Source: an optimization exercise on an open RTL-to-GDS flow (aim: small area and a short achievable clock period). Production flows keep margins and buffers that such runs may drop.
Only the layout flow was run in this run; the RTL was not checked for function there.
The flow treats the clock pin as an ideal source, which a real chip does not have.

[config.mk]
export PLATFORM = sky130hd
export DESIGN_NAME = rrc_filter
export DESIGN_NICKNAME = rrc_filter
export VERILOG_FILES = /design/flow/design.v
export SDC_FILE = /design/flow/constraint.sdc
export NUM_CORES = 4
export LEC_CHECK = 0
export ABC_CLOCK_PERIOD_IN_PS = 800
export CAP_MARGIN = 20
export CORE_MARGIN = 2
export CORE_UTILIZATION = 70
export CTS_BUF_LIST = sky130_fd_sc_hd__clkbuf_16
export CTS_CLUSTER_DIAMETER = 90
export CTS_CLUSTER_SIZE = 32
export PLACE_DENSITY = 0.75
export SLEW_MARGIN = 20
export SYNTH_HIERARCHICAL = 1
[constraint.sdc]
create_clock -name core_clock -period 10.5 [get_ports {clk}]
set_input_delay 2.1000 -clock core_clock [delete_from_list [all_inputs] [get_ports {clk}]]
set_output_delay 2.1000 -clock core_clock [all_outputs]
set_load 0.01 [all_outputs]
[design.v]
module rrc_filter #(
	parameter WIDTH = 9
)(
	input logic clk,
	input logic rst,
	input logic signed [WIDTH-1:0] filter_in,
	output logic signed [WIDTH-1:0] filter_out
);
  logic [8:0] sr0, sr1, sr2, sr3, sr4, sr5, sr6, sr7, sr8, sr9, sr10, sr11, sr12, sr13, sr14, sr15, sr16, sr17, sr18, sr19, sr20, sr21, sr22, sr23, sr24, sr25, sr26, sr27;
  always_ff @(posedge clk or posedge rst) begin
    if (rst) begin
      sr0 <= 9'h000;
      sr1 <= 9'h000;
      sr2 <= 9'h000;
      sr3 <= 9'h000;
      sr4 <= 9'h000;
      sr5 <= 9'h000;
      sr6 <= 9'h000;
      sr7 <= 9'h000;
      sr8 <= 9'h000;
      sr9 <= 9'h000;
      sr10 <= 9'h000;
      sr11 <= 9'h000;
      sr12 <= 9'h000;
      sr13 <= 9'h000;
      sr14 <= 9'h000;
      sr15 <= 9'h000;
      sr16 <= 9'h000;
      sr17 <= 9'h000;
      sr18 <= 9'h000;
      sr19 <= 9'h000;
      sr20 <= 9'h000;
      sr21 <= 9'h000;
      sr22 <= 9'h000;
      sr23 <= 9'h000;
      sr24 <= 9'h000;
      sr25 <= 9'h000;
      sr26 <= 9'h000;
      sr27 <= 9'h000;
    end else begin
      sr0 <= filter_in;
      sr1 <= sr0;
      sr2 <= sr1;
      sr3 <= sr2;
      sr4 <= sr3;
      sr5 <= sr4;
      sr6 <= sr5;
      sr7 <= sr6;
      sr8 <= sr7;
      sr9 <= sr8;
      sr10 <= sr9;
      sr11 <= sr10;
      sr12 <= sr11;
      sr13 <= sr12;
      sr14 <= sr13;
      sr15 <= sr14;
      sr16 <= sr15;
      sr17 <= sr16;
      sr18 <= sr17;
      sr19 <= sr18;
      sr20 <= sr19;
      sr21 <= sr20;
      sr22 <= sr21;
      sr23 <= sr22;
      sr24 <= sr23;
      sr25 <= sr24;
      sr26 <= sr25;
      sr27 <= sr26;
    end
  end
  logic [9:0] t0;
  always_ff @(posedge clk or posedge rst) begin
    if (rst) t0 <= 10'd904;
    else t0 <= 10'd904 - {{1{filter_in[8]}}, filter_in};
  end
  logic [9:0] pv0;
  always_ff @(posedge clk or posedge rst) begin
    if (rst) pv0 <= 10'd0;
    else pv0 <= {sr11[8], sr11} + {sr13[8], sr13};
  end
  logic [28:0] cs3;
  logic [37:0] cs2;
  logic [37:0] cs1;
  wire n1 = ~sr26[0];
  wire s2, c3;
  rrc_fa u3 (.a(sr27[0]), .b(sr24[0]), .ci(n1), .s(s2), .co(c3));
  wire s4, c5;
  rrc_fa u5 (.a(sr20[0]), .b(sr23[0]), .ci(sr26[1]), .s(s4), .co(c5));
  wire s6, c7;
  rrc_fa u7 (.a(sr27[1]), .b(sr21[0]), .ci(sr24[1]), .s(s6), .co(c7));
  wire n8 = ~c3;
  wire s9, c10;
  rrc_fa u10 (.a(sr16[0]), .b(sr18[0]), .ci(n8), .s(s9), .co(c10));
  wire n11 = ~s6;
  wire s12, c13;
  rrc_fa u13 (.a(s4), .b(n11), .ci(s9), .s(s12), .co(c13));
  wire s14, c15;
  rrc_fa u15 (.a(sr20[1]), .b(sr23[1]), .ci(sr26[2]), .s(s14), .co(c15));
  wire s16, c17;
  rrc_fa u17 (.a(sr27[2]), .b(sr21[1]), .ci(sr24[2]), .s(s16), .co(c17));
  wire s18, c19;
  rrc_fa u19 (.a(sr16[1]), .b(sr18[1]), .ci(sr15[0]), .s(s18), .co(c19));
  wire n20 = ~c7;
  wire s21, c22;
  rrc_fa u22 (.a(c5), .b(n20), .ci(s14), .s(s21), .co(c22));
  wire n23 = ~s16;
  wire s24, c25;
  rrc_fa u25 (.a(n23), .b(s18), .ci(c10), .s(s24), .co(c25));
  wire s26, c27;
  rrc_fa u27 (.a(s21), .b(c13), .ci(s24), .s(s26), .co(c27));
  wire s28, c29;
  rrc_fa u29 (.a(sr17[0]), .b(sr20[2]), .ci(sr23[2]), .s(s28), .co(c29));
  wire s30, c31;
  rrc_fa u31 (.a(sr27[3]), .b(sr21[2]), .ci(sr24[3]), .s(s30), .co(c31));
  wire s32, c33;
  rrc_fa u33 (.a(sr26[3]), .b(sr16[0]), .ci(sr16[2]), .s(s32), .co(c33));
  wire n34 = ~sr18[0];
  wire s35, c36;
  rrc_fa u36 (.a(sr18[2]), .b(n34), .ci(sr15[1]), .s(s35), .co(c36));
  wire n37 = ~c17;
  wire s38, c39;
  rrc_fa u39 (.a(c15), .b(n37), .ci(c19), .s(s38), .co(c39));
  wire n40 = ~s30;
  wire s41, c42;
  rrc_fa u42 (.a(s28), .b(s32), .ci(n40), .s(s41), .co(c42));
  wire s43, c44;
  rrc_fa u44 (.a(s35), .b(c22), .ci(s38), .s(s43), .co(c44));
  wire s45, c46;
  rrc_fa u46 (.a(s41), .b(c25), .ci(s43), .s(s45), .co(c46));
  wire s47, c48;
  rrc_fa u48 (.a(sr17[1]), .b(sr20[3]), .ci(sr23[3]), .s(s47), .co(c48));
  wire s49, c50;
  rrc_fa u50 (.a(sr27[4]), .b(sr21[3]), .ci(sr24[4]), .s(s49), .co(c50));
  wire s51, c52;
  rrc_fa u52 (.a(sr26[4]), .b(sr16[1]), .ci(sr16[3]), .s(s51), .co(c52));
  wire n53 = ~sr18[1];
  wire s54, c55;
  rrc_fa u55 (.a(sr18[3]), .b(n53), .ci(sr15[2]), .s(s54), .co(c55));
  wire n56 = ~c31;
  wire s57, c58;
  rrc_fa u58 (.a(c29), .b(c33), .ci(n56), .s(s57), .co(c58));
  wire s59, c60;
  rrc_fa u60 (.a(c36), .b(s47), .ci(s51), .s(s59), .co(c60));
  wire n61 = ~s49;
  wire s62, c63;
  rrc_fa u63 (.a(n61), .b(s54), .ci(c39), .s(s62), .co(c63));
  wire s64, c65;
  rrc_fa u65 (.a(c42), .b(s57), .ci(s59), .s(s64), .co(c65));
  wire s66, c67;
  rrc_fa u67 (.a(c44), .b(s62), .ci(s64), .s(s66), .co(c67));
  wire s68, c69;
  rrc_fa u69 (.a(sr17[2]), .b(sr20[4]), .ci(sr23[4]), .s(s68), .co(c69));
  wire s70, c71;
  rrc_fa u71 (.a(sr27[5]), .b(sr21[4]), .ci(sr24[5]), .s(s70), .co(c71));
  wire s72, c73;
  rrc_fa u73 (.a(sr26[5]), .b(sr16[2]), .ci(sr16[4]), .s(s72), .co(c73));
  wire n74 = ~sr18[4];
  wire s75, c76;
  rrc_fa u76 (.a(sr18[2]), .b(n74), .ci(sr15[0]), .s(s75), .co(c76));
  wire s77, c78;
  rrc_fa u78 (.a(sr15[3]), .b(c48), .ci(c52), .s(s77), .co(c78));
  wire n79 = ~c50;
  wire s80, c81;
  rrc_fa u81 (.a(n79), .b(c55), .ci(s68), .s(s80), .co(c81));
  wire n82 = ~s72;
  wire s83, c84;
  rrc_fa u84 (.a(s70), .b(n82), .ci(s75), .s(s83), .co(c84));
  wire s85, c86;
  rrc_fa u86 (.a(c58), .b(c60), .ci(s77), .s(s85), .co(c86));
  wire n87 = ~s83;
  wire s88, c89;
  rrc_fa u89 (.a(s80), .b(n87), .ci(c63), .s(s88), .co(c89));
  wire s90, c91;
  rrc_fa u91 (.a(c65), .b(s85), .ci(s88), .s(s90), .co(c91));
  wire s92, c93;
  rrc_fa u93 (.a(sr17[3]), .b(sr20[5]), .ci(sr23[5]), .s(s92), .co(c93));
  wire s94, c95;
  rrc_fa u95 (.a(sr27[6]), .b(sr21[5]), .ci(sr24[6]), .s(s94), .co(c95));
  wire s96, c97;
  rrc_fa u97 (.a(sr26[6]), .b(sr16[3]), .ci(sr16[5]), .s(s96), .co(c97));
  wire n98 = ~sr18[5];
  wire s99, c100;
  rrc_fa u100 (.a(sr18[3]), .b(n98), .ci(sr15[1]), .s(s99), .co(c100));
  wire s101, c102;
  rrc_fa u102 (.a(sr15[4]), .b(c69), .ci(c73), .s(s101), .co(c102));
  wire s103, c104;
  rrc_fa u104 (.a(c71), .b(c76), .ci(s94), .s(s103), .co(c104));
  wire n105 = ~s99;
  wire s106, c107;
  rrc_fa u107 (.a(s92), .b(s96), .ci(n105), .s(s106), .co(c107));
  wire s108, c109;
  rrc_fa u109 (.a(c78), .b(c81), .ci(s101), .s(s108), .co(c109));
  wire n110 = ~s106;
  wire s111, c112;
  rrc_fa u112 (.a(c84), .b(s103), .ci(n110), .s(s111), .co(c112));
  wire s113, c114;
  rrc_fa u114 (.a(c86), .b(s108), .ci(c89), .s(s113), .co(c114));
  wire s115, c116;
  rrc_fa u116 (.a(sr17[4]), .b(sr20[6]), .ci(sr23[6]), .s(s115), .co(c116));
  wire s117, c118;
  rrc_fa u118 (.a(sr27[7]), .b(sr21[6]), .ci(sr24[7]), .s(s117), .co(c118));
  wire s119, c120;
  rrc_fa u120 (.a(sr26[7]), .b(sr16[4]), .ci(sr16[6]), .s(s119), .co(c120));
  wire n121 = ~sr18[6];
  wire s122, c123;
  rrc_fa u123 (.a(sr18[4]), .b(n121), .ci(sr15[2]), .s(s122), .co(c123));
  wire s124, c125;
  rrc_fa u125 (.a(sr15[5]), .b(c93), .ci(c97), .s(s124), .co(c125));
  wire s126, c127;
  rrc_fa u127 (.a(c95), .b(c100), .ci(s117), .s(s126), .co(c127));
  wire n128 = ~s122;
  wire s129, c130;
  rrc_fa u130 (.a(s115), .b(s119), .ci(n128), .s(s129), .co(c130));
  wire n131 = ~c104;
  wire s132, c133;
  rrc_fa u133 (.a(c102), .b(s124), .ci(n131), .s(s132), .co(c133));
  wire n134 = ~s126;
  wire s135, c136;
  rrc_fa u136 (.a(c107), .b(n134), .ci(s129), .s(s135), .co(c136));
  wire s137, c138;
  rrc_fa u138 (.a(c109), .b(s132), .ci(s135), .s(s137), .co(c138));
  wire s139, c140;
  rrc_fa u140 (.a(sr27[8]), .b(sr17[5]), .ci(sr20[7]), .s(s139), .co(c140));
  wire s141, c142;
  rrc_fa u142 (.a(sr23[7]), .b(sr24[8]), .ci(sr16[5]), .s(s141), .co(c142));
  wire s143, c144;
  rrc_fa u144 (.a(sr21[7]), .b(sr26[8]), .ci(sr18[5]), .s(s143), .co(c144));
  wire s145, c146;
  rrc_fa u146 (.a(sr16[7]), .b(sr18[7]), .ci(sr15[6]), .s(s145), .co(c146));
  wire n147 = ~c116;
  wire s148, c149;
  rrc_fa u149 (.a(sr15[3]), .b(c118), .ci(n147), .s(s148), .co(c149));
  wire s150, c151;
  rrc_fa u151 (.a(c120), .b(s139), .ci(s141), .s(s150), .co(c151));
  wire n152 = ~s145;
  wire s153, c154;
  rrc_fa u154 (.a(c123), .b(s143), .ci(n152), .s(s153), .co(c154));
  wire n155 = ~c125;
  wire s156, c157;
  rrc_fa u157 (.a(n155), .b(c127), .ci(s148), .s(s156), .co(c157));
  wire n158 = ~s153;
  wire s159, c160;
  rrc_fa u160 (.a(s150), .b(c130), .ci(n158), .s(s159), .co(c160));
  wire n161 = ~s156;
  wire s162, c163;
  rrc_fa u163 (.a(c133), .b(n161), .ci(c136), .s(s162), .co(c163));
  wire s164, c165;
  rrc_fa u165 (.a(sr17[6]), .b(sr21[8]), .ci(sr16[6]), .s(s164), .co(c165));
  wire s166, c167;
  rrc_fa u167 (.a(sr20[8]), .b(sr23[8]), .ci(sr16[8]), .s(s166), .co(c167));
  wire s168, c169;
  rrc_fa u169 (.a(sr18[6]), .b(sr18[8]), .ci(sr15[4]), .s(s168), .co(c169));
  wire s170, c171;
  rrc_fa u171 (.a(sr15[7]), .b(c140), .ci(c142), .s(s170), .co(c171));
  wire n172 = ~c144;
  wire s173, c174;
  rrc_fa u174 (.a(n172), .b(c146), .ci(s164), .s(s173), .co(c174));
  wire s175, c176;
  rrc_fa u176 (.a(s166), .b(s168), .ci(c149), .s(s175), .co(c176));
  wire s177, c178;
  rrc_fa u178 (.a(c151), .b(s170), .ci(s173), .s(s177), .co(c178));
  wire s179, c180;
  rrc_fa u180 (.a(c154), .b(c157), .ci(s175), .s(s179), .co(c180));
  wire n181 = ~s179;
  wire s182, c183;
  rrc_fa u183 (.a(s177), .b(c160), .ci(n181), .s(s182), .co(c183));
  wire n184 = ~sr18[7];
  wire s185, c186;
  rrc_fa u186 (.a(sr17[7]), .b(sr16[7]), .ci(n184), .s(s185), .co(c186));
  wire s187, c188;
  rrc_fa u188 (.a(sr15[5]), .b(sr15[8]), .ci(c167), .s(s187), .co(c188));
  wire n189 = ~c169;
  wire s190, c191;
  rrc_fa u191 (.a(c165), .b(n189), .ci(s185), .s(s190), .co(c191));
  wire n192 = ~s187;
  wire s193, c194;
  rrc_fa u194 (.a(c171), .b(c174), .ci(n192), .s(s193), .co(c194));
  wire n195 = ~c176;
  wire s196, c197;
  rrc_fa u197 (.a(s190), .b(n195), .ci(c178), .s(s196), .co(c197));
  wire n198 = ~c180;
  wire s199, c200;
  rrc_fa u200 (.a(s193), .b(n198), .ci(s196), .s(s199), .co(c200));
  wire n201 = ~sr18[8];
  wire s202, c203;
  rrc_fa u203 (.a(sr17[8]), .b(sr16[8]), .ci(n201), .s(s202), .co(c203));
  wire n204 = ~c186;
  wire s205, c206;
  rrc_fa u206 (.a(sr15[6]), .b(n204), .ci(s202), .s(s205), .co(c206));
  wire n207 = ~c191;
  wire s208, c209;
  rrc_fa u209 (.a(c188), .b(n207), .ci(s205), .s(s208), .co(c209));
  wire n210 = ~s208;
  wire s211, c212;
  rrc_fa u212 (.a(c194), .b(n210), .ci(c197), .s(s211), .co(c212));
  wire s213, c214;
  rrc_fa u214 (.a(sr15[7]), .b(c203), .ci(c206), .s(s213), .co(c214));
  wire n215 = ~pv0[1];
  wire s216, c217;
  rrc_fa u217 (.a(cs3[1]), .b(n215), .ci(sr15[0]), .s(s216), .co(c217));
  wire s218, c219;
  rrc_fa u219 (.a(sr13[0]), .b(sr15[1]), .ci(cs3[2]), .s(s218), .co(c219));
  wire n220 = ~pv0[2];
  wire s221, c222;
  rrc_fa u222 (.a(n220), .b(sr11[1]), .ci(c217), .s(s221), .co(c222));
  wire n223 = ~pv0[3];
  wire s224, c225;
  rrc_fa u225 (.a(sr8[0]), .b(n223), .ci(sr13[1]), .s(s224), .co(c225));
  wire s226, c227;
  rrc_fa u227 (.a(sr15[2]), .b(cs3[3]), .ci(cs3[4]), .s(s226), .co(c227));
  wire s228, c229;
  rrc_fa u229 (.a(sr11[2]), .b(c219), .ci(s224), .s(s228), .co(c229));
  wire s230, c231;
  rrc_fa u231 (.a(s226), .b(c222), .ci(s228), .s(s230), .co(c231));
  wire s232, c233;
  rrc_fa u233 (.a(cs3[5]), .b(cs3[6]), .ci(sr8[1]), .s(s232), .co(c233));
  wire s234, c235;
  rrc_fa u235 (.a(pv0[0]), .b(pv0[4]), .ci(sr15[0]), .s(s234), .co(c235));
  wire s236, c237;
  rrc_fa u237 (.a(sr13[2]), .b(sr15[3]), .ci(sr11[3]), .s(s236), .co(c237));
  wire n238 = ~sr11[0];
  wire s239, c240;
  rrc_fa u240 (.a(n238), .b(c225), .ci(c227), .s(s239), .co(c240));
  wire n241 = ~s234;
  wire s242, c243;
  rrc_fa u243 (.a(s232), .b(s236), .ci(n241), .s(s242), .co(c243));
  wire s244, c245;
  rrc_fa u245 (.a(c229), .b(s239), .ci(s242), .s(s244), .co(c245));
  wire s246, c247;
  rrc_fa u247 (.a(pv0[1]), .b(pv0[5]), .ci(sr15[1]), .s(s246), .co(c247));
  wire s248, c249;
  rrc_fa u249 (.a(sr8[2]), .b(sr13[3]), .ci(sr15[4]), .s(s248), .co(c249));
  wire s250, c251;
  rrc_fa u251 (.a(cs3[7]), .b(cs3[8]), .ci(sr11[4]), .s(s250), .co(c251));
  wire n252 = ~c233;
  wire s253, c254;
  rrc_fa u254 (.a(sr11[1]), .b(c235), .ci(n252), .s(s253), .co(c254));
  wire s255, c256;
  rrc_fa u256 (.a(c237), .b(s248), .ci(s250), .s(s255), .co(c256));
  wire n257 = ~c240;
  wire s258, c259;
  rrc_fa u259 (.a(s246), .b(n257), .ci(s253), .s(s258), .co(c259));
  wire s260, c261;
  rrc_fa u261 (.a(c243), .b(s255), .ci(c245), .s(s260), .co(c261));
  wire n262 = ~cs3[10];
  wire s263, c264;
  rrc_fa u264 (.a(cs3[9]), .b(n262), .ci(pv0[2]), .s(s263), .co(c264));
  wire n265 = ~pv0[6];
  wire s266, c267;
  rrc_fa u267 (.a(sr8[3]), .b(n265), .ci(sr13[0]), .s(s266), .co(c267));
  wire s268, c269;
  rrc_fa u269 (.a(sr13[4]), .b(sr15[5]), .ci(cs3[11]), .s(s268), .co(c269));
  wire n270 = ~sr11[5];
  wire s271, c272;
  rrc_fa u272 (.a(sr15[2]), .b(sr11[2]), .ci(n270), .s(s271), .co(c272));
  wire n273 = ~c247;
  wire s274, c275;
  rrc_fa u275 (.a(c249), .b(c251), .ci(n273), .s(s274), .co(c275));
  wire n276 = ~s263;
  wire s277, c278;
  rrc_fa u278 (.a(n276), .b(s266), .ci(s268), .s(s277), .co(c278));
  wire n279 = ~c256;
  wire s280, c281;
  rrc_fa u281 (.a(s271), .b(c254), .ci(n279), .s(s280), .co(c281));
  wire n282 = ~c259;
  wire s283, c284;
  rrc_fa u284 (.a(s274), .b(s277), .ci(n282), .s(s283), .co(c284));
  wire n285 = ~s280;
  wire s286, c287;
  rrc_fa u287 (.a(n285), .b(c261), .ci(s283), .s(s286), .co(c287));
  wire s288, c289;
  rrc_fa u289 (.a(cs3[13]), .b(cs3[14]), .ci(pv0[0]), .s(s288), .co(c289));
  wire s290, c291;
  rrc_fa u291 (.a(pv0[3]), .b(pv0[7]), .ci(sr15[3]), .s(s290), .co(c291));
  wire s292, c293;
  rrc_fa u293 (.a(sr8[4]), .b(sr13[0]), .ci(sr13[1]), .s(s292), .co(c293));
  wire s294, c295;
  rrc_fa u295 (.a(sr13[5]), .b(sr15[6]), .ci(sr11[6]), .s(s294), .co(c295));
  wire s296, c297;
  rrc_fa u297 (.a(cs3[12]), .b(sr11[3]), .ci(c264), .s(s296), .co(c297));
  wire s298, c299;
  rrc_fa u299 (.a(c267), .b(c269), .ci(s288), .s(s298), .co(c299));
  wire n300 = ~s292;
  wire s301, c302;
  rrc_fa u302 (.a(c272), .b(s290), .ci(n300), .s(s301), .co(c302));
  wire n303 = ~s296;
  wire s304, c305;
  rrc_fa u305 (.a(s294), .b(c275), .ci(n303), .s(s304), .co(c305));
  wire n306 = ~s301;
  wire s307, c308;
  rrc_fa u308 (.a(c278), .b(s298), .ci(n306), .s(s307), .co(c308));
  wire n309 = ~c281;
  wire s310, c311;
  rrc_fa u311 (.a(s304), .b(n309), .ci(s307), .s(s310), .co(c311));
  wire s312, c313;
  rrc_fa u313 (.a(cs3[15]), .b(pv0[1]), .ci(sr8[5]), .s(s312), .co(c313));
  wire s314, c315;
  rrc_fa u315 (.a(pv0[4]), .b(pv0[8]), .ci(sr15[4]), .s(s314), .co(c315));
  wire s316, c317;
  rrc_fa u317 (.a(sr13[1]), .b(sr13[2]), .ci(sr13[6]), .s(s316), .co(c317));
  wire s318, c319;
  rrc_fa u319 (.a(sr15[7]), .b(cs3[16]), .ci(cs3[17]), .s(s318), .co(c319));
  wire n320 = ~sr11[4];
  wire s321, c322;
  rrc_fa u322 (.a(sr11[7]), .b(n320), .ci(c289), .s(s321), .co(c322));
  wire s323, c324;
  rrc_fa u324 (.a(c293), .b(c295), .ci(s312), .s(s323), .co(c324));
  wire n325 = ~s316;
  wire s326, c327;
  rrc_fa u327 (.a(c291), .b(s314), .ci(n325), .s(s326), .co(c327));
  wire n328 = ~c297;
  wire s329, c330;
  rrc_fa u330 (.a(s318), .b(n328), .ci(s321), .s(s329), .co(c330));
  wire n331 = ~c302;
  wire s332, c333;
  rrc_fa u333 (.a(c299), .b(s323), .ci(n331), .s(s332), .co(c333));
  wire n334 = ~s326;
  wire s335, c336;
  rrc_fa u336 (.a(n334), .b(c305), .ci(s329), .s(s335), .co(c336));
  wire s337, c338;
  rrc_fa u338 (.a(c308), .b(s332), .ci(s335), .s(s337), .co(c338));
  wire s339, c340;
  rrc_fa u340 (.a(cs3[18]), .b(pv0[2]), .ci(pv0[9]), .s(s339), .co(c340));
  wire n341 = ~pv0[5];
  wire s342, c343;
  rrc_fa u343 (.a(sr8[6]), .b(n341), .ci(sr13[2]), .s(s342), .co(c343));
  wire s344, c345;
  rrc_fa u345 (.a(sr13[3]), .b(sr13[7]), .ci(cs3[19]), .s(s344), .co(c345));
  wire s346, c347;
  rrc_fa u347 (.a(sr15[5]), .b(sr15[8]), .ci(sr11[5]), .s(s346), .co(c347));
  wire n348 = ~c313;
  wire s349, c350;
  rrc_fa u350 (.a(sr11[8]), .b(c315), .ci(n348), .s(s349), .co(c350));
  wire s351, c352;
  rrc_fa u352 (.a(c317), .b(c319), .ci(s339), .s(s351), .co(c352));
  wire n353 = ~s346;
  wire s354, c355;
  rrc_fa u355 (.a(s342), .b(s344), .ci(n353), .s(s354), .co(c355));
  wire s356, c357;
  rrc_fa u357 (.a(c322), .b(c324), .ci(s351), .s(s356), .co(c357));
  wire n358 = ~s354;
  wire s359, c360;
  rrc_fa u360 (.a(s349), .b(c327), .ci(n358), .s(s359), .co(c360));
  wire s361, c362;
  rrc_fa u362 (.a(c330), .b(c333), .ci(s356), .s(s361), .co(c362));
  wire s363, c364;
  rrc_fa u364 (.a(cs3[20]), .b(pv0[3]), .ci(sr8[7]), .s(s363), .co(c364));
  wire s365, c366;
  rrc_fa u366 (.a(sr13[3]), .b(sr13[4]), .ci(cs3[21]), .s(s365), .co(c366));
  wire s367, c368;
  rrc_fa u368 (.a(pv0[6]), .b(sr13[8]), .ci(sr15[6]), .s(s367), .co(c368));
  wire n369 = ~sr11[6];
  wire s370, c371;
  rrc_fa u371 (.a(n369), .b(c340), .ci(c343), .s(s370), .co(c371));
  wire n372 = ~c347;
  wire s373, c374;
  rrc_fa u374 (.a(c345), .b(s363), .ci(n372), .s(s373), .co(c374));
  wire n375 = ~s365;
  wire s376, c377;
  rrc_fa u377 (.a(s367), .b(n375), .ci(c350), .s(s376), .co(c377));
  wire s378, c379;
  rrc_fa u379 (.a(c352), .b(s370), .ci(c355), .s(s378), .co(c379));
  wire n380 = ~s376;
  wire s381, c382;
  rrc_fa u382 (.a(s373), .b(c357), .ci(n380), .s(s381), .co(c382));
  wire n383 = ~c360;
  wire s384, c385;
  rrc_fa u385 (.a(s378), .b(n383), .ci(c362), .s(s384), .co(c385));
  wire n386 = ~pv0[4];
  wire s387, c388;
  rrc_fa u388 (.a(pv0[7]), .b(sr8[8]), .ci(n386), .s(s387), .co(c388));
  wire s389, c390;
  rrc_fa u390 (.a(sr13[4]), .b(sr13[5]), .ci(cs3[22]), .s(s389), .co(c390));
  wire n391 = ~cs3[23];
  wire s392, c393;
  rrc_fa u393 (.a(sr15[7]), .b(sr11[7]), .ci(n391), .s(s392), .co(c393));
  wire n394 = ~c368;
  wire s395, c396;
  rrc_fa u396 (.a(c364), .b(c366), .ci(n394), .s(s395), .co(c396));
  wire n397 = ~s389;
  wire s398, c399;
  rrc_fa u399 (.a(s387), .b(s392), .ci(n397), .s(s398), .co(c399));
  wire s400, c401;
  rrc_fa u401 (.a(c371), .b(c374), .ci(s395), .s(s400), .co(c401));
  wire n402 = ~c379;
  wire s403, c404;
  rrc_fa u404 (.a(s398), .b(c377), .ci(n402), .s(s403), .co(c404));
  wire n405 = ~cs3[24];
  wire s406, c407;
  rrc_fa u407 (.a(cs3[26]), .b(n405), .ci(pv0[5]), .s(s406), .co(c407));
  wire s408, c409;
  rrc_fa u409 (.a(sr13[5]), .b(sr13[6]), .ci(sr15[8]), .s(s408), .co(c409));
  wire n410 = ~sr11[8];
  wire s411, c412;
  rrc_fa u412 (.a(pv0[8]), .b(cs3[25]), .ci(n410), .s(s411), .co(c412));
  wire n413 = ~c388;
  wire s414, c415;
  rrc_fa u415 (.a(c390), .b(s406), .ci(n413), .s(s414), .co(c415));
  wire n416 = ~s408;
  wire s417, c418;
  rrc_fa u418 (.a(c393), .b(n416), .ci(s411), .s(s417), .co(c418));
  wire n419 = ~c399;
  wire s420, c421;
  rrc_fa u421 (.a(c396), .b(s414), .ci(n419), .s(s420), .co(c421));
  wire n422 = ~s417;
  wire s423, c424;
  rrc_fa u424 (.a(n422), .b(c401), .ci(s420), .s(s423), .co(c424));
  wire n425 = ~cs3[28];
  wire s426, c427;
  rrc_fa u427 (.a(cs3[27]), .b(n425), .ci(pv0[6]), .s(s426), .co(c427));
  wire s428, c429;
  rrc_fa u429 (.a(pv0[9]), .b(sr13[6]), .ci(sr13[7]), .s(s428), .co(c429));
  wire s430, c431;
  rrc_fa u431 (.a(c407), .b(c409), .ci(s426), .s(s430), .co(c431));
  wire n432 = ~c412;
  wire s433, c434;
  rrc_fa u434 (.a(s428), .b(n432), .ci(c415), .s(s433), .co(c434));
  wire n435 = ~c418;
  wire s436, c437;
  rrc_fa u437 (.a(s430), .b(n435), .ci(s433), .s(s436), .co(c437));
  wire n438 = ~sr13[8];
  wire s439, c440;
  rrc_fa u440 (.a(pv0[7]), .b(sr13[7]), .ci(n438), .s(s439), .co(c440));
  wire s441, c442;
  rrc_fa u442 (.a(c427), .b(c429), .ci(s439), .s(s441), .co(c442));
  wire s443, c444;
  rrc_fa u444 (.a(c431), .b(s441), .ci(c434), .s(s443), .co(c444));
  wire n445 = ~sr13[8];
  wire s446, c447;
  rrc_fa u447 (.a(pv0[8]), .b(n445), .ci(c440), .s(s446), .co(c447));
  wire s448, c449;
  rrc_fa u449 (.a(c442), .b(s446), .ci(c444), .s(s448), .co(c449));
  wire s450, c451;
  rrc_fa u451 (.a(cs2[0]), .b(cs2[1]), .ci(sr2[0]), .s(s450), .co(c451));
  wire s452, c453;
  rrc_fa u453 (.a(cs2[2]), .b(sr3[0]), .ci(sr6[0]), .s(s452), .co(c453));
  wire s454, c455;
  rrc_fa u455 (.a(sr0[1]), .b(sr10[0]), .ci(sr8[0]), .s(s454), .co(c455));
  wire n456 = ~cs2[3];
  wire s457, c458;
  rrc_fa u458 (.a(sr2[1]), .b(sr5[0]), .ci(n456), .s(s457), .co(c458));
  wire n459 = ~c451;
  wire s460, c461;
  rrc_fa u461 (.a(n459), .b(s452), .ci(s454), .s(s460), .co(c461));
  wire s462, c463;
  rrc_fa u463 (.a(cs2[4]), .b(sr3[1]), .ci(sr6[1]), .s(s462), .co(c463));
  wire s464, c465;
  rrc_fa u465 (.a(sr0[2]), .b(sr10[1]), .ci(sr8[1]), .s(s464), .co(c465));
  wire n466 = ~cs2[5];
  wire s467, c468;
  rrc_fa u468 (.a(sr2[2]), .b(sr5[1]), .ci(n466), .s(s467), .co(c468));
  wire s469, c470;
  rrc_fa u470 (.a(sr11[0]), .b(c453), .ci(c455), .s(s469), .co(c470));
  wire n471 = ~c458;
  wire s472, c473;
  rrc_fa u473 (.a(s462), .b(s464), .ci(n471), .s(s472), .co(c473));
  wire n474 = ~s467;
  wire s475, c476;
  rrc_fa u476 (.a(n474), .b(c461), .ci(s469), .s(s475), .co(c476));
  wire s477, c478;
  rrc_fa u478 (.a(sr3[2]), .b(sr6[2]), .ci(sr0[3]), .s(s477), .co(c478));
  wire s479, c480;
  rrc_fa u480 (.a(sr10[0]), .b(sr10[2]), .ci(sr8[2]), .s(s479), .co(c480));
  wire s481, c482;
  rrc_fa u482 (.a(sr2[3]), .b(sr5[2]), .ci(sr8[0]), .s(s481), .co(c482));
  wire s483, c484;
  rrc_fa u484 (.a(cs2[6]), .b(sr11[1]), .ci(c463), .s(s483), .co(c484));
  wire s485, c486;
  rrc_fa u486 (.a(c465), .b(s477), .ci(s479), .s(s485), .co(c486));
  wire n487 = ~c470;
  wire s488, c489;
  rrc_fa u489 (.a(c468), .b(s481), .ci(n487), .s(s488), .co(c489));
  wire s490, c491;
  rrc_fa u491 (.a(s483), .b(c473), .ci(s485), .s(s490), .co(c491));
  wire n492 = ~s488;
  wire s493, c494;
  rrc_fa u494 (.a(c476), .b(n492), .ci(s490), .s(s493), .co(c494));
  wire s495, c496;
  rrc_fa u496 (.a(cs2[7]), .b(cs2[8]), .ci(sr3[3]), .s(s495), .co(c496));
  wire n497 = ~sr6[3];
  wire s498, c499;
  rrc_fa u499 (.a(sr2[4]), .b(sr5[3]), .ci(n497), .s(s498), .co(c499));
  wire s500, c501;
  rrc_fa u501 (.a(sr0[4]), .b(sr10[1]), .ci(sr10[3]), .s(s500), .co(c501));
  wire n502 = ~sr8[1];
  wire s503, c504;
  rrc_fa u504 (.a(sr8[3]), .b(n502), .ci(sr11[2]), .s(s503), .co(c504));
  wire s505, c506;
  rrc_fa u506 (.a(c478), .b(c480), .ci(s495), .s(s505), .co(c506));
  wire n507 = ~s500;
  wire s508, c509;
  rrc_fa u509 (.a(c482), .b(s498), .ci(n507), .s(s508), .co(c509));
  wire s510, c511;
  rrc_fa u511 (.a(s503), .b(c484), .ci(c486), .s(s510), .co(c511));
  wire n512 = ~s505;
  wire s513, c514;
  rrc_fa u514 (.a(n512), .b(s508), .ci(c489), .s(s513), .co(c514));
  wire n515 = ~s513;
  wire s516, c517;
  rrc_fa u517 (.a(c491), .b(s510), .ci(n515), .s(s516), .co(c517));
  wire s518, c519;
  rrc_fa u519 (.a(cs2[9]), .b(sr2[5]), .ci(sr5[4]), .s(s518), .co(c519));
  wire s520, c521;
  rrc_fa u521 (.a(sr3[4]), .b(sr6[4]), .ci(sr0[5]), .s(s520), .co(c521));
  wire s522, c523;
  rrc_fa u523 (.a(sr10[2]), .b(sr10[4]), .ci(sr8[4]), .s(s522), .co(c523));
  wire n524 = ~cs2[10];
  wire s525, c526;
  rrc_fa u526 (.a(sr8[2]), .b(sr11[0]), .ci(n524), .s(s525), .co(c526));
  wire s527, c528;
  rrc_fa u528 (.a(sr11[3]), .b(c496), .ci(c501), .s(s527), .co(c528));
  wire s529, c530;
  rrc_fa u530 (.a(s520), .b(c504), .ci(s522), .s(s529), .co(c530));
  wire s531, c532;
  rrc_fa u532 (.a(c499), .b(s518), .ci(s525), .s(s531), .co(c532));
  wire n533 = ~c509;
  wire s534, c535;
  rrc_fa u535 (.a(c506), .b(s527), .ci(n533), .s(s534), .co(c535));
  wire n536 = ~s531;
  wire s537, c538;
  rrc_fa u538 (.a(s529), .b(n536), .ci(c511), .s(s537), .co(c538));
  wire n539 = ~c514;
  wire s540, c541;
  rrc_fa u541 (.a(s534), .b(n539), .ci(s537), .s(s540), .co(c541));
  wire s542, c543;
  rrc_fa u543 (.a(sr3[5]), .b(sr6[5]), .ci(sr0[6]), .s(s542), .co(c543));
  wire s544, c545;
  rrc_fa u545 (.a(sr10[3]), .b(sr10[5]), .ci(sr8[5]), .s(s544), .co(c545));
  wire s546, c547;
  rrc_fa u547 (.a(sr2[6]), .b(sr5[5]), .ci(sr8[3]), .s(s546), .co(c547));
  wire n548 = ~sr11[1];
  wire s549, c550;
  rrc_fa u550 (.a(cs2[11]), .b(sr11[4]), .ci(n548), .s(s549), .co(c550));
  wire n551 = ~c519;
  wire s552, c553;
  rrc_fa u553 (.a(c521), .b(c523), .ci(n551), .s(s552), .co(c553));
  wire n554 = ~c526;
  wire s555, c556;
  rrc_fa u556 (.a(s542), .b(s544), .ci(n554), .s(s555), .co(c556));
  wire n557 = ~s546;
  wire s558, c559;
  rrc_fa u559 (.a(n557), .b(s549), .ci(c528), .s(s558), .co(c559));
  wire s560, c561;
  rrc_fa u561 (.a(c530), .b(s552), .ci(s555), .s(s560), .co(c561));
  wire n562 = ~c532;
  wire s563, c564;
  rrc_fa u564 (.a(n562), .b(s558), .ci(c535), .s(s563), .co(c564));
  wire s565, c566;
  rrc_fa u566 (.a(s560), .b(c538), .ci(s563), .s(s565), .co(c566));
  wire s567, c568;
  rrc_fa u568 (.a(cs2[14]), .b(sr3[6]), .ci(sr6[6]), .s(s567), .co(c568));
  wire s569, c570;
  rrc_fa u570 (.a(sr0[7]), .b(sr10[4]), .ci(sr10[6]), .s(s569), .co(c570));
  wire s571, c572;
  rrc_fa u572 (.a(sr2[7]), .b(sr5[6]), .ci(sr8[4]), .s(s571), .co(c572));
  wire s573, c574;
  rrc_fa u574 (.a(sr8[6]), .b(cs2[12]), .ci(cs2[13]), .s(s573), .co(c574));
  wire n575 = ~sr11[2];
  wire s576, c577;
  rrc_fa u577 (.a(sr11[5]), .b(n575), .ci(c543), .s(s576), .co(c577));
  wire n578 = ~c547;
  wire s579, c580;
  rrc_fa u580 (.a(c545), .b(n578), .ci(s567), .s(s579), .co(c580));
  wire n581 = ~s571;
  wire s582, c583;
  rrc_fa u583 (.a(s569), .b(c550), .ci(n581), .s(s582), .co(c583));
  wire s584, c585;
  rrc_fa u585 (.a(s573), .b(c553), .ci(s576), .s(s584), .co(c585));
  wire s586, c587;
  rrc_fa u587 (.a(c556), .b(s579), .ci(s582), .s(s586), .co(c587));
  wire s588, c589;
  rrc_fa u589 (.a(c559), .b(s584), .ci(c561), .s(s588), .co(c589));
  wire s590, c591;
  rrc_fa u591 (.a(cs2[15]), .b(sr2[8]), .ci(sr3[7]), .s(s590), .co(c591));
  wire s592, c593;
  rrc_fa u593 (.a(sr6[7]), .b(sr10[5]), .ci(sr10[7]), .s(s592), .co(c593));
  wire s594, c595;
  rrc_fa u595 (.a(sr5[7]), .b(sr0[8]), .ci(sr8[5]), .s(s594), .co(c595));
  wire s596, c597;
  rrc_fa u597 (.a(sr8[7]), .b(cs2[16]), .ci(sr11[6]), .s(s596), .co(c597));
  wire n598 = ~sr11[3];
  wire s599, c600;
  rrc_fa u600 (.a(n598), .b(c568), .ci(c570), .s(s599), .co(c600));
  wire n601 = ~c572;
  wire s602, c603;
  rrc_fa u603 (.a(n601), .b(s590), .ci(c574), .s(s602), .co(c603));
  wire n604 = ~s594;
  wire s605, c606;
  rrc_fa u606 (.a(s592), .b(n604), .ci(s596), .s(s605), .co(c606));
  wire s607, c608;
  rrc_fa u608 (.a(c577), .b(c580), .ci(s599), .s(s607), .co(c608));
  wire s609, c610;
  rrc_fa u610 (.a(c583), .b(s602), .ci(s605), .s(s609), .co(c610));
  wire s611, c612;
  rrc_fa u612 (.a(c585), .b(s607), .ci(c587), .s(s611), .co(c612));
  wire s613, c614;
  rrc_fa u614 (.a(cs2[18]), .b(cs2[20]), .ci(sr5[8]), .s(s613), .co(c614));
  wire s615, c616;
  rrc_fa u616 (.a(cs2[17]), .b(sr3[8]), .ci(sr6[8]), .s(s615), .co(c616));
  wire s617, c618;
  rrc_fa u618 (.a(sr10[8]), .b(sr8[6]), .ci(sr8[8]), .s(s617), .co(c618));
  wire s619, c620;
  rrc_fa u620 (.a(sr10[6]), .b(cs2[19]), .ci(sr11[7]), .s(s619), .co(c620));
  wire n621 = ~sr11[4];
  wire s622, c623;
  rrc_fa u623 (.a(n621), .b(c591), .ci(c593), .s(s622), .co(c623));
  wire n624 = ~s613;
  wire s625, c626;
  rrc_fa u626 (.a(c595), .b(s615), .ci(n624), .s(s625), .co(c626));
  wire n627 = ~s617;
  wire s628, c629;
  rrc_fa u629 (.a(c597), .b(s619), .ci(n627), .s(s628), .co(c629));
  wire s630, c631;
  rrc_fa u631 (.a(c600), .b(c603), .ci(s622), .s(s630), .co(c631));
  wire n632 = ~s625;
  wire s633, c634;
  rrc_fa u634 (.a(c606), .b(n632), .ci(s628), .s(s633), .co(c634));
  wire s635, c636;
  rrc_fa u636 (.a(c608), .b(s630), .ci(c610), .s(s635), .co(c636));
  wire s637, c638;
  rrc_fa u638 (.a(cs2[22]), .b(sr10[7]), .ci(cs2[21]), .s(s637), .co(c638));
  wire s639, c640;
  rrc_fa u640 (.a(sr8[7]), .b(sr11[5]), .ci(sr11[8]), .s(s639), .co(c640));
  wire n641 = ~c614;
  wire s642, c643;
  rrc_fa u643 (.a(c616), .b(n641), .ci(c618), .s(s642), .co(c643));
  wire n644 = ~s639;
  wire s645, c646;
  rrc_fa u646 (.a(c620), .b(s637), .ci(n644), .s(s645), .co(c646));
  wire n647 = ~c623;
  wire s648, c649;
  rrc_fa u649 (.a(n647), .b(c626), .ci(s642), .s(s648), .co(c649));
  wire s650, c651;
  rrc_fa u651 (.a(c629), .b(s645), .ci(c631), .s(s650), .co(c651));
  wire n652 = ~s648;
  wire s653, c654;
  rrc_fa u654 (.a(n652), .b(c634), .ci(s650), .s(s653), .co(c654));
  wire s655, c656;
  rrc_fa u656 (.a(cs2[24]), .b(cs2[26]), .ci(sr8[8]), .s(s655), .co(c656));
  wire s657, c658;
  rrc_fa u658 (.a(sr10[8]), .b(cs2[25]), .ci(sr11[6]), .s(s657), .co(c658));
  wire s659, c660;
  rrc_fa u660 (.a(cs2[23]), .b(c638), .ci(s655), .s(s659), .co(c660));
  wire s661, c662;
  rrc_fa u662 (.a(c640), .b(s657), .ci(c643), .s(s661), .co(c662));
  wire n663 = ~c649;
  wire s664, c665;
  rrc_fa u665 (.a(s659), .b(c646), .ci(n663), .s(s664), .co(c665));
  wire n666 = ~s661;
  wire s667, c668;
  rrc_fa u668 (.a(n666), .b(c651), .ci(s664), .s(s667), .co(c668));
  wire n669 = ~cs2[28];
  wire s670, c671;
  rrc_fa u671 (.a(cs2[27]), .b(sr11[7]), .ci(n669), .s(s670), .co(c671));
  wire n672 = ~c656;
  wire s673, c674;
  rrc_fa u674 (.a(n672), .b(c658), .ci(s670), .s(s673), .co(c674));
  wire n675 = ~c660;
  wire s676, c677;
  rrc_fa u677 (.a(n675), .b(s673), .ci(c662), .s(s676), .co(c677));
  wire s678, c679;
  rrc_fa u679 (.a(cs2[29]), .b(cs2[31]), .ci(cs2[30]), .s(s678), .co(c679));
  wire n680 = ~c671;
  wire s681, c682;
  rrc_fa u682 (.a(sr11[8]), .b(s678), .ci(n680), .s(s681), .co(c682));
  wire n683 = ~s681;
  wire s684, c685;
  rrc_fa u685 (.a(c674), .b(n683), .ci(c677), .s(s684), .co(c685));
  wire s686, c687;
  rrc_fa u687 (.a(cs2[32]), .b(cs2[33]), .ci(c679), .s(s686), .co(c687));
  wire n688 = ~cs2[35];
  wire s689, c690;
  rrc_fa u690 (.a(cs2[36]), .b(n688), .ci(cs2[37]), .s(s689), .co(c690));
  wire n691 = ~cs1[1];
  wire n692 = ~cs1[2];
  wire n693 = ~t0[9];
  wire n694 = ~cs1[27];
  wire n695 = ~cs1[30];
  wire n696 = ~cs1[33];
  wire s697, c698;
  rrc_ha u698 (.a(cs1[13]), .b(cs1[14]), .s(s697), .co(c698));
  wire s699, c700;
  rrc_ha u700 (.a(cs1[17]), .b(cs1[19]), .s(s699), .co(c700));
  wire s701, c702;
  rrc_ha u702 (.a(cs1[22]), .b(cs1[20]), .s(s701), .co(c702));
  wire s703, c704;
  rrc_ha u704 (.a(cs1[16]), .b(cs1[15]), .s(s703), .co(c704));
  wire s705, c706;
  rrc_fa u706 (.a(cs1[18]), .b(t0[8]), .ci(c698), .s(s705), .co(c706));
  wire s707, c708;
  rrc_fa u708 (.a(cs1[21]), .b(c700), .ci(n693), .s(s707), .co(c708));
  wire s709, c710;
  rrc_fa1 u710 (.a(cs1[24]), .b(cs1[23]), .s(s709), .co(c710));
  wire n711 = ~cs1[31];
  wire s712, c713;
  rrc_ha u713 (.a(cs1[0]), .b(t0[0]), .s(s712), .co(c713));
  wire s714, c715;
  rrc_fa u715 (.a(t0[1]), .b(cs1[3]), .ci(n692), .s(s714), .co(c715));
  wire s716, c717;
  rrc_fa u717 (.a(cs1[5]), .b(t0[2]), .ci(cs1[4]), .s(s716), .co(c717));
  wire s718, c719;
  rrc_ha u719 (.a(cs1[6]), .b(t0[3]), .s(s718), .co(c719));
  wire s720, c721;
  rrc_fa u721 (.a(cs1[7]), .b(t0[4]), .ci(cs1[8]), .s(s720), .co(c721));
  wire s722, c723;
  rrc_fa u723 (.a(cs1[9]), .b(t0[5]), .ci(cs1[10]), .s(s722), .co(c723));
  wire s724, c725;
  rrc_fa u725 (.a(cs1[11]), .b(t0[6]), .ci(cs1[12]), .s(s724), .co(c725));
  wire s726, c727;
  rrc_fa u727 (.a(t0[7]), .b(s697), .ci(s703), .s(s726), .co(c727));
  wire s728, c729;
  rrc_fa u729 (.a(s699), .b(c704), .ci(s705), .s(s728), .co(c729));
  wire s730, c731;
  rrc_fa u731 (.a(s701), .b(c706), .ci(s707), .s(s730), .co(c731));
  wire s732, c733;
  rrc_fa u733 (.a(c702), .b(s709), .ci(c708), .s(s732), .co(c733));
  wire s734, c735;
  rrc_fa u735 (.a(cs1[25]), .b(cs1[26]), .ci(c710), .s(s734), .co(c735));
  wire s736, c737;
  rrc_fa u737 (.a(cs1[28]), .b(cs1[29]), .ci(n694), .s(s736), .co(c737));
  wire n738 = ~n695;
  wire s739, c740;
  rrc_fa u740 (.a(cs1[32]), .b(n696), .ci(n711), .s(s739), .co(c740));
  wire s741, c742;
  rrc_fa u742 (.a(cs1[34]), .b(cs1[35]), .ci(cs1[31]), .s(s741), .co(c742));
  wire n743 = ~cs1[36];
  always_ff @(posedge clk or posedge rst) begin
    if (rst) cs3 <= 29'b00010111010110001100110011101;
    else cs3 <= {c214, sr15[8], c212, s213, c209, s211, c200, s199, c183, s182, c163, s162, c138, s159, s137, c114, c112, s113, c91, s111, s90, c67, s66, c46, s45, c27, s26, s12, s2};
  end
  always_ff @(posedge clk or posedge rst) begin
    if (rst) cs2 <= 38'b00011101010111100000111100001101111001;
    else cs2 <= {c449, c447, pv0[9], s448, s443, c437, c424, s436, c421, s423, c404, c385, s403, c382, s400, s384, s381, c338, s361, c336, s359, s337, c311, c287, s310, c284, s286, s260, s258, s244, c231, s230, s221, s218, s216, sr11[0], pv0[0], cs3[0]};
  end
  always_ff @(posedge clk or posedge rst) begin
    if (rst) cs1 <= 38'b01110101101001010101001010101100101010;
    else cs1 <= {c690, s689, c687, cs2[34], c685, c682, s686, s684, c668, c665, s676, s667, c654, s653, c636, s635, c612, s633, s611, c589, s609, c566, s588, c564, s586, s565, c541, s540, c517, s516, c494, s493, s475, s472, s460, s457, s450, sr0[0]};
  end
  wire [18:0] fa_ = {1'b1, cs1[37], n743, s741, s739, n738, s736, s734, s732, s730, s728, s726, s724, s722, s720, s718, s716, s714, n691};
  wire [18:0] fb_ = {1'b0, cs1[36], c742, c740, n695, c737, c735, c733, c731, c729, c727, c725, c723, c721, c719, c717, c715, c713, s712};
  wire [18:0] sum_ = fa_ + fb_;
  wire ovf_ = (sum_[18] != sum_[16]) || (sum_[17] != sum_[16]);
  wire [8:0] y_ = ovf_ ? (sum_[18] ? 9'h100 : 9'h0ff) : sum_[16:8];
  always_ff @(posedge clk or posedge rst) begin
    if (rst) filter_out <= 9'd0;
    else filter_out <= y_;
  end
endmodule
module rrc_fa (input logic a, input logic b, input logic ci, output logic s, output logic co);
  assign s = a ^ b ^ ci;
  assign co = (a & b) | (a & ci) | (b & ci);
endmodule
module rrc_carry8 (input logic [7:0] a, input logic [7:0] b, output logic co);
  wire [8:0] t = {1'b0, a} + {1'b0, b};
  assign co = t[8];
endmodule
module rrc_hsat (input logic [10:0] a, input logic [10:0] b, input logic ci, output logic [8:0] y);
  wire [11:0] t2 = {a, ci} + {b, ci};
  wire [10:0] t = t2[11:1];
  wire ovf = (t[10] != t[8]) || (t[9] != t[8]);
  assign y = ovf ? (t[10] ? 9'h100 : 9'h0ff) : t[8:0];
endmodule
module rrc_fa1 (input logic a, input logic b, output logic s, output logic co);
  assign s = ~(a ^ b);
  assign co = a | b;
endmodule
module rrc_ha (input logic a, input logic b, output logic s, output logic co);
  assign s = a ^ b;
  assign co = a & b;
endmodule
[flow/run.sh]
#!/bin/bash
# Own layout flow: the standard ORFS flow (standard.sh, unchanged synthesis), with
#  - timing repair aimed below the design's period (SETUP_SLACK_MARGIN; the SDC is unchanged),
#  - port buffers of a normal buffer cell rather than the smallest one,
#  - after CTS, the clock port drives the tree's branch buffers directly, split in two (flow/flatten_clock_root.tcl).
# Each step's full log is kept by ORFS under orfs/logs/; make's own output goes to flow.log.
set -uo pipefail
here=$(pwd)
bash standard.sh SETUP_SLACK_MARGIN=7.45 "BUFFER_PORTS_ARGS=-buffer_cell sky130_fd_sc_hd__buf_2" \
  "POST_CTS_TCL=$here/flow/flatten_clock_root.tcl" finish > flow.log 2>&1
[flow/flatten_clock_root.tcl]
# POST_CTS hook. CTS builds root buffer -> branch buffers -> leaf buffers -> registers.
# 1. Drop the root buffer: the clock port then feeds the branch buffers directly.
set block [ord::get_db_block]
set clknet [$block findNet clk]

proc loads_of {net} {
  set l {}
  foreach it [$net getITerms] { if {[$it isInputSignal]} { lappend l $it } }
  return $l
}
proc out_net {inst} {
  foreach it [$inst getITerms] { if {[$it isOutputSignal]} { return [$it getNet] } }
  return ""
}

set roots [loads_of $clknet]
puts "clock hook: clock port feeds [llength $roots] cell(s)"
if {[llength $roots] == 1} {
  set root [[lindex $roots 0] getInst]
  set out [out_net $root]
  set loads [loads_of $out]
  if {[llength $loads] <= 4 && [llength $loads] > 0} {
    foreach it $loads {
      set pname "[[$it getInst] getName]/[[$it getMTerm] getName]"
      disconnect_pin [$out getName] $pname
      connect_pin clk $pname
    }
    set rname [$root getName]
    set oname [$out getName]
    delete_instance $rname
    delete_net $oname
    puts "clock hook: removed root $rname"
  }
}

set branches [loads_of $clknet]
set nsplit [expr {4 / max(1, [llength $branches])}]
if {[llength $branches] <= 2} {
  set k 0
  foreach bit $branches {
    set b [$bit getInst]
    set bnet [out_net $b]
    set leaves [loads_of $bnet]
    if {[llength $leaves] < 4} continue
    # split the leaves in two halves along the wider spread of their positions
    set pts {}
    foreach it $leaves {
      set li [$it getInst]
      set loc [$li getLocation]
      lappend pts [list $it [lindex $loc 0] [lindex $loc 1]]
    }
    set xs [lmap p $pts {lindex $p 1}]
    set ys [lmap p $pts {lindex $p 2}]
    set dx [expr {[tcl::mathfunc::max {*}$xs] - [tcl::mathfunc::min {*}$xs]}]
    set dy [expr {[tcl::mathfunc::max {*}$ys] - [tcl::mathfunc::min {*}$ys]}]
    set idx [expr {$dx >= $dy ? 1 : 2}]
    set pts [lsort -integer -index $idx $pts]
    set half [expr {[llength $pts] / 2}]
    set moved [lrange $pts $half end]
    set master [[$b getMaster] getName]
    set nname "clkhook_split_${k}"
    set netname "clkhook_net_${k}"
    incr k
    set newnet [odb::dbNet_create $block $netname]
    $newnet setSigType CLOCK
    set inst [odb::dbInst_create $block [[ord::get_db] findMaster $master] $nname]
    set sx 0; set sy 0
    foreach p $moved { set sx [expr {$sx + [lindex $p 1]}]; set sy [expr {$sy + [lindex $p 2]}] }
    set n [llength $moved]
    $inst setLocation [expr {$sx / $n}] [expr {$sy / $n}]
    $inst setPlacementStatus PLACED
    [$inst findITerm A] connect $clknet
    [$inst findITerm X] connect $newnet
    foreach p $moved {
      set it [lindex $p 0]
      $it disconnect
      $it connect $newnet
    }
    # move the original branch buffer to the centroid of the leaves it keeps
    set sx 0; set sy 0
    set kept [lrange $pts 0 [expr {$half - 1}]]
    foreach p $kept { set sx [expr {$sx + [lindex $p 1]}]; set sy [expr {$sy + [lindex $p 2]}] }
    set n [llength $kept]
    $b setLocation [expr {$sx / $n}] [expr {$sy / $n}]
    puts "clock hook: split [$b getName] ([llength $leaves] leaves) into two"
  }
  detailed_placement
  check_placement -verbose
}
estimate_parasitics -placement
report_clock_latency
[standard.sh]
#!/bin/bash
# synth_recipe.tcl (not shown) runs the flow's synth.tcl, then flattens the netlist and writes it again
# the make line also repeats each setting of config.mk as NAME=value (left out here)
make -C /OpenROAD-flow-scripts/flow DESIGN_CONFIG=/design/flow/config.mk WORK_HOME=/design/flow/orfs CLKGATE_MAP_FILE= SYNTH_SCRIPT=/design/flow/synth_recipe.tcl "${@:-finish}"
==> run summary <==
## per-module statistics from Yosys, one instance, submodules excluded
module	cells inside	times used
rrc_filter	715	1
rrc_fa1	5	1
rrc_fa	1	295
rrc_ha	1	6
## flip-flops by register name, summed over array words and instances (netlist names), 10 cells and up
name,cells
pv0,10
cs1,37
cs3,29
cs2,37
## worst reg2reg max path: stages (launching register included)
cell	delay, ns
dfstp_2	0.54
inv_2	0.03
fa_1	0.48
fa_1	0.61
ha_4	0.24
buf_4	0.14
nand4_1	0.11
or2_1	0.15
o221ai_2	0.13
o31a_4	0.31
or2_4	0.30
clkinv_8	0.08
o21ai_2	0.05
a22o_1	0.22
## kinds of logic (layout without fill, tap and decap cells)
family	count (synthesis)	after routing
DFF	382	382
xor gates and xnor gates	23	23
adders and majority gates	330	330
AOI/OAI and AO/OA	84	84
buffers and inverters	156	219
and+or+nand+nor	46	47
## cells in the final DEF (no fill, tap or decap), drive strengths merged, types with 3 or more instances in the layout
cell and n:
a21oi 25, a22o 8, buf 36, clkbuf 17, clkinv 7, dfrtp 324, dfstp 58, fa 296
ha 34, inv 157, nand2 17, nand3 3, nand4 4, nor2 7, nor2b 3, nor3 3
o211ai 4, o21ai 28, o21bai 4, or2 4, xnor2 15, xor2 8
## path summary, 6_finish.rpt
kind,from,end,slack (ns),cells past startpoint
max,t0[9],filter_out[0],7.00,13
min,sr4[5],sr5[5],0.35,0
max reg2reg,t0[9],filter_out[0],7.00,13
min reg2reg,sr4[5],sr5[5],0.35,0
max in group asynchronous,rst,cs2[28],7.64,4
min in group asynchronous,rst,sr23[0],1.99,3
## area by class of cell, without the clock buffers
| type | count | share of cell area, % |
|---|---|---|
| plain buffers | 2 | 0.263 |
| repair inverters | 1 | 0.0461 |
| well taps | 330 | 2.17 |
| repair buffers | 37 | 1.78 |
| multi-input cells | 484 | 39.4 |
| inverters | 152 | 3.09 |
| flip-flops and latches | 382 | 50.8 |
| clock inverters | 12 | 0.467 |
## routing by layer
metal  vias to the layer above  track usage, %  part of all wire [%]
met4                         0            7.00                   2.6
li1                       3217               -                     -
met3                        54            2.47                   3.5
met2                       139            42.5                    51
met5                         -               0                     0
met1                      4245            37.9                    43
==> run summary <==
- Via density: around 5.4
- Latest clock arrival within the worst-skew pair: roughly 0.34 ns
- Largest cells by area after synthesis: dfrtp_1 46%, fa_1 34%, dfstp_2 8.7%
- Largest family of logic cells by synthesized area: adder cells
- Placer Congestion: approximately 0.83
- F_max: ~290 MHz
- Post-Synth Adder-Cell Area: between 30% and 40%
- Worst Setup End Kind: flop
- Simple logic cell fraction of the synthesized area: 1.31%
- Port Buffers: 19
- Count leader, synth: dfrtp_1
- Drt pass-1 iters: 4
- Crit-path cells: inv_2 -> fa_1 -> fa_1 -> ha_4 -> buf_4 -> nand4_1 -> or2_1 -> o221ai_2 -> o31a_4 -> or2_4 -> clkinv_8 -> o21ai_2 -> a22o_1
- Total track usage: roughly 26%
- Most common library cells after synthesis: 324 x dfrtp_1, 296 x fa_1, 151 x inv_1
- First-pass GRT wire length: approximately 50 mm
- Die Wd: 163 um
- Min Hold Slack: ~0.35 ns
- Syn_nets: 1362
- Area of the multi-input gates: around 0.0075 mm^2
- # diodes: 0
- Sink Count: 382
- Post-route setup TNS: 0 ns
- Dpl cells: approximately 1400
- Status: complete, no violations
- Syn Inst Count: ~1000
- CTS tree: yes
- Fraction of layout cells with a size suffix above 1: 15.0%
- Clock transition at the registers of the reported paths: 0.12 ns
- Final non-filler cell total: 1415
- Warnings from Yosys: 7
- Dpl ws: approximately 6.5 ns
- Initial DRC Count: between 500 and 600
- CP Data Arrival Time: 3.72 ns
- XOR/XNOR Fraction of Synth Area: around 1.1%
- Filler Cell Count: 1366
- Critical Path Max Stage Delay: ~0.61 ns
- Startpoint Class: flop
- Post-synth EDFFs: 0
- Worst slew margin: roughly 64%
- Post-route core utilization: about 76%
- Main synth FF type: dfrtp_1
- Final setup violation count: 0
- CP dominant cell by count: fa_1
- RSZ-0062 raised after global routing: yes
- Post-route ant nets: 0
- Row count: between 50 and 60
- Sequential share of the synthesized area: 54.8%
- CP top delay family: adder cells
- Final worst-path cycle share: 33.4%
- Final worst slack: between 6 and 7 ns
- Drt drc: 0
- Die area: ~0.026 mm^2
- Synthesized area: around 0.018 mm^2
- Share of the synthesized area in the top cell type: approximately 46%
- Max cap viols: 0
- Crit-path slowest cell: fa_1
- Area Overhead vs Synth: 8.04%
- Final Hold Viols: 0
- Syn_area_per_cell: between 15 and 20 um^2
- Cell taking the most area after synthesis: dfrtp_1
- Ys async rst share: 100%
- Crit Path Class: flop to flop
- Die Y: around 160 um
- Synth cell types: 44
- Register Area: between 0.009 and 0.01 mm^2
- Slew Limit Fails: 0
- CORE AREA: 0.0249 mm^2
- Post-synthesis mux area share: 0%
- Critical-path maximum fanout: 5
- Number of global-route vias before repair: slightly above 9000
- DRT Wirelength: around 30 mm
- Seq cells post-synth: ~380
- Via count: between 7000 and 8000
- Pin count of the biggest net entering global routing: 99
- Final setup skew: ~0.028 ns
- Hold Path Class: flop to flop
- Tmin final: roughly 3.5 ns
- Compound-Gate Fraction of Synth Area: around 3.2%
- Nets: between 1000 and 1500
- Boundary pin count: 20
- Post-DP Area: roughly 0.018 mm^2
- Starting Density: a little over 70%
- Initial antenna violation count: 0
- Post-route cell area: roughly 0.019 mm^2
- WL per Instance: 21.2 um
- Total global routing overflow: 0
- DPL Wire Length: 21.9 mm
- Buf/Inv on CP: 3
- Worst Tran Pin Value: about 0.54 ns
- WP data required: 10.72 ns

separate check: timing with driven ports:
The flow's constraints put no driver on any port. The routed layout listed below was extracted and timed again, unchanged, in two steps. Step 1 (the two cells are an assumption about what drives the block):
set clk [get_ports {clk}]
set_driving_cell -lib_cell sky130_fd_sc_hd__clkbuf_16 $clk
set_driving_cell -lib_cell sky130_fd_sc_hd__buf_2 [delete_from_list [all_inputs] $clk]
Step 2, shift: input delay + t, output delay - t, t = (earliest + latest rising clock arrival at the registers) / 2. This alone moves slack from input paths to output paths. Three values: ideal ports, drivers, drivers and shift; two values: the first two.
t, ns: 0.420
slack for setup (ns): 6.997 / 6.997 / 6.997
worst setup path after step 2: register to register
worst register clock-pin slew, ns: 0.12 / 0.12
worst data-port slew with drivers (ns): 0.03
After both steps setup and hold are still met in this run. For this run, drivers alone change the setup slack by 0.000 ns; drivers and shift together by 0.000 ns.
